What follows belongs to an exercise in optimizing a design on an open flow for small area, a short achievable clock period and few clock cycles; a production flow would make more cautious choices.
Only simulation tests tie the RTL to the original design; equivalence was not proved.
No activity file was given, so power comes from the tool's default toggle rates.

==> flow/design.v (excerpt) <==
module RISC_V_Pipeline(clk, rst, imem_addr, imem_rdata, dmem_addr, dmem_wdata, dmem_we, dmem_rdata);
For scale: roughly 5100 cells after synthesis, ~160 I/O pins, about 0.059 mm2 of cells after synthesis.
Settings: LEC_CHECK=0, CAP_MARGIN=20, CORE_MARGIN=2, CORE_UTILIZATION=45, CTS_CLUSTER_DIAMETER=70, CTS_CLUSTER_SIZE=26, PLACE_DENSITY=0.62, SETUP_SLACK_MARGIN=5, SLEW_MARGIN=20, SYNTH_HIERARCHICAL=1; clock period 11.0 ns.
standard.sh (not shown) runs the stock make flow with config.mk's settings and CLKGATE_MAP_FILE= SYNTH_SCRIPT=/design/flow/synth_recipe.tcl, a recipe that flattens the netlist after the stock synthesis.
==> flow/flow/run.sh <==
#!/bin/bash
set -euo pipefail
ARGS=(SETUP_SLACK_MARGIN=7.3 'BUFFER_PORTS_ARGS=-buffer_cell sky130_fd_sc_hd__buf_2')
bash standard.sh "${ARGS[@]}" synth > synth.log 2>&1
SYNTH_ODB=orfs/results/$FLOW_PLATFORM/RISC_V_Pipeline/base/1_synth.odb openroad -no_init -exit flow/downsize.tcl > downsize.log 2>&1
bash standard.sh "${ARGS[@]}" finish > standard.log 2>&1
==> flow/flow/downsize.tcl <==
# Set every combinational cell of the synthesized netlist to its drive
# strength 1 (where the library has one); placement and timing repair then
# size up only the cells that need it. Flip-flops are left as synthesized.
read_db $::env(SYNTH_ODB)
set db [ord::get_db]
set n 0
foreach inst [[ord::get_db_block] getInsts] {
    set name [[$inst getMaster] getName]
    if {[regexp {^sky130_fd_sc_hd__([a-z0-9]+)_([0-9]+)$} $name -> base drv]} {
        if {$drv > 1 && ![regexp {^(df|edf|sdf|dl|conb|tap|fill|decap|clk)} $base]} {
            set m [$db findMaster "sky130_fd_sc_hd__${base}_1"]
            if {$m ne "NULL"} {
                $inst swapMaster $m
                incr n
            }
        }
    }
}
puts "downsized $n cells"
write_db $::env(SYNTH_ODB)
Testbench counts at the start, summed over its fixed seeds: cycles 18,670.
Edit:
--- a/flow/flow/run.sh
+++ b/flow/flow/run.sh
@@ -3 +3 @@
-ARGS=(SETUP_SLACK_MARGIN=7.3 'BUFFER_PORTS_ARGS=-buffer_cell sky130_fd_sc_hd__buf_2')
+ARGS=(SETUP_SLACK_MARGIN=7 'BUFFER_PORTS_ARGS=-buffer_cell sky130_fd_sc_hd__buf_2')
--- a/flow/config.mk
+++ b/flow/config.mk
@@ -11,2 +11,2 @@
-export CTS_CLUSTER_DIAMETER = 70
-export CTS_CLUSTER_SIZE = 26
+export CTS_CLUSTER_DIAMETER = 80
+export CTS_CLUSTER_SIZE = 30
The new run completed with no timing, DRC or antenna violations.
Via count is lower by about 2.5%.
Design area is lower by about 6.5%.
Cell count is lower by 2.0%.
Wire length is lower by about 3%.
Hold slack degrades by 0.031 ns.
Clock power is lower by 16%.
Combinational power is lower by about 15%.
Non-clock buffer count is lower by 107.
Power is lower by about 8%.
Edit:
--- a/flow/config.mk
+++ b/flow/config.mk
@@ -11,2 +11,2 @@
-export CTS_CLUSTER_DIAMETER = 80
-export CTS_CLUSTER_SIZE = 30
+export CTS_CLUSTER_DIAMETER = 70
+export CTS_CLUSTER_SIZE = 26
Global-route usage rises by 0.25 points.
Worst setup slack loses 0.0092 ns.
Combinational power barely changes.
Die area is unchanged.
Design area came out higher slightly.
Synthesized area is unchanged.


== 04-03 ==
RISC_V_Pipeline, a different RTL version from the one above (not shown whole).
Size: ~4400 cells after synthesis, roughly 160 I/O pins, ~0.060 mm2 of cells after synthesis.
export LEC_CHECK = 0
export CAP_MARGIN = 20
export CORE_MARGIN = 2
export CORE_UTILIZATION = 40
export PLACE_DENSITY = 0.5
export SETUP_SLACK_MARGIN = 5
export SLEW_MARGIN = 20
export SYNTH_HIERARCHICAL = 1
create_clock -name core_clock -period 11.0 [get_ports {clk}]
==> flow/flow/run.sh <==
#!/bin/bash
set -euo pipefail
bash standard.sh SETUP_SLACK_MARGIN=7 'BUFFER_PORTS_ARGS=-buffer_cell sky130_fd_sc_hd__buf_2' finish > standard.log 2>&1
04-03 was carried through to the last stage, and its layout satisfied the timing, design-rule and antenna checks.
Testbench counts of 04-03, summed over its fixed seeds: cycles 19,810.
The inputs of 08-15 differ from those of 04-03 as listed below.
# 04-03
export LEC_CHECK = 0
export CAP_MARGIN = 20
export CORE_MARGIN = 2
export CORE_UTILIZATION = 40
export PLACE_DENSITY = 0.5
export SETUP_SLACK_MARGIN = 5
export SLEW_MARGIN = 20
export SYNTH_HIERARCHICAL = 1
create_clock -name core_clock -period 11.0 [get_ports {clk}]
# 08-15
export LEC_CHECK = 0
export CAP_MARGIN = 20
export CORE_MARGIN = 2
export CORE_UTILIZATION = 40
export CTS_CLUSTER_DIAMETER = 70
export CTS_CLUSTER_SIZE = 26
export PLACE_DENSITY = 0.5
export SETUP_SLACK_MARGIN = 5
export SLEW_MARGIN = 20
export SYNTH_HIERARCHICAL = 1
create_clock -name core_clock -period 11.0 [get_ports {clk}]
==> flow/flow/run.sh <==
#!/bin/bash
set -euo pipefail
ARGS=(SETUP_SLACK_MARGIN=7 'BUFFER_PORTS_ARGS=-buffer_cell sky130_fd_sc_hd__buf_2')
bash standard.sh "${ARGS[@]}" synth > synth.log 2>&1
SYNTH_ODB=orfs/results/$FLOW_PLATFORM/RISC_V_Pipeline/base/1_synth.odb openroad -no_init -exit flow/downsize.tcl > downsize.log 2>&1
bash standard.sh "${ARGS[@]}" finish > standard.log 2>&1
==> flow/flow/downsize.tcl (new file) <==
# Set every combinational cell of the synthesized netlist to its drive
# strength 1 (where the library has one); placement and timing repair then
# size up only the cells that need it. Flip-flops are left as synthesized.
read_db $::env(SYNTH_ODB)
set db [ord::get_db]
set n 0
foreach inst [[ord::get_db_block] getInsts] {
    set name [[$inst getMaster] getName]
    if {[regexp {^sky130_fd_sc_hd__([a-z0-9]+)_([0-9]+)$} $name -> base drv]} {
        if {$drv > 1 && ![regexp {^(df|edf|sdf|dl|conb|tap|fill|decap|clk)} $base]} {
            set m [$db findMaster "sky130_fd_sc_hd__${base}_1"]
            if {$m ne "NULL"} {
                $inst swapMaster $m
                incr n
            }
        }
    }
}
puts "downsized $n cells"
write_db $::env(SYNTH_ODB)
Results
On wire length on met3, the higher figure sits with 08-15, not 04-03. 08-15 — count of inverters not on the clock network in the layout about 0.7% higher, 04-03 as reference. Relative to 04-03, the met3 usage of 08-15 is higher by 1.4 points. Compared 04-03 against 08-15; final cycle utilization of the critical path within noise. Looking at post-layout total power across 04-03 and 08-15, the one that comes out lower is 08-15. Taking 04-03 as the reference, in 08-15 top fanout value on the critical path lower, CTS buffer count lower, count of plain and timing-repair buffers in the layout higher, post-detailed-routing wire length lower, power drawn by the sequential cells roughly the same. 04-03 has higher power of the clock network than 08-15.

## separate check: timing with driven ports
Ports are ideal in the flow. The routed layouts listed here were re-timed in OpenROAD.
Step 1 (the two cells are an assumption about what drives the block):
set clk [get_ports {clk}]
set_driving_cell -lib_cell sky130_fd_sc_hd__clkbuf_16 $clk
set_driving_cell -lib_cell sky130_fd_sc_hd__buf_2 [delete_from_list [all_inputs] $clk]
Step 2 times the ports against the registers' clock, not the clock port: input delays grow and output delays shrink by t, the midpoint of the rising clock arrivals with the driver on.
Slacks: no drivers / after step 1 / after step 2; pairs: no drivers / after step 1.
run | t, ns | slack for setup (ns) | cell pins on the clock port's net
the first run of note 1 | 0.814 | 7.084 / 7.005 / 6.310 | 1
the second run of note 1 | 0.827 | 6.972 / 6.912 / 6.150 | 1
the third run of note 1 | 0.810 | 6.963 / 6.923 / 6.145 | 1
04-03 | 0.843 | 6.820 / 6.740 / 6.260 | 1
08-15 | 0.822 | 6.814 / 6.736 / 6.161 | 1
After both steps every run listed still meets setup and hold. The setup slack of the second run of note 1, which loses most, moves by -0.060 ns with the drivers and by -0.822 ns with both steps.
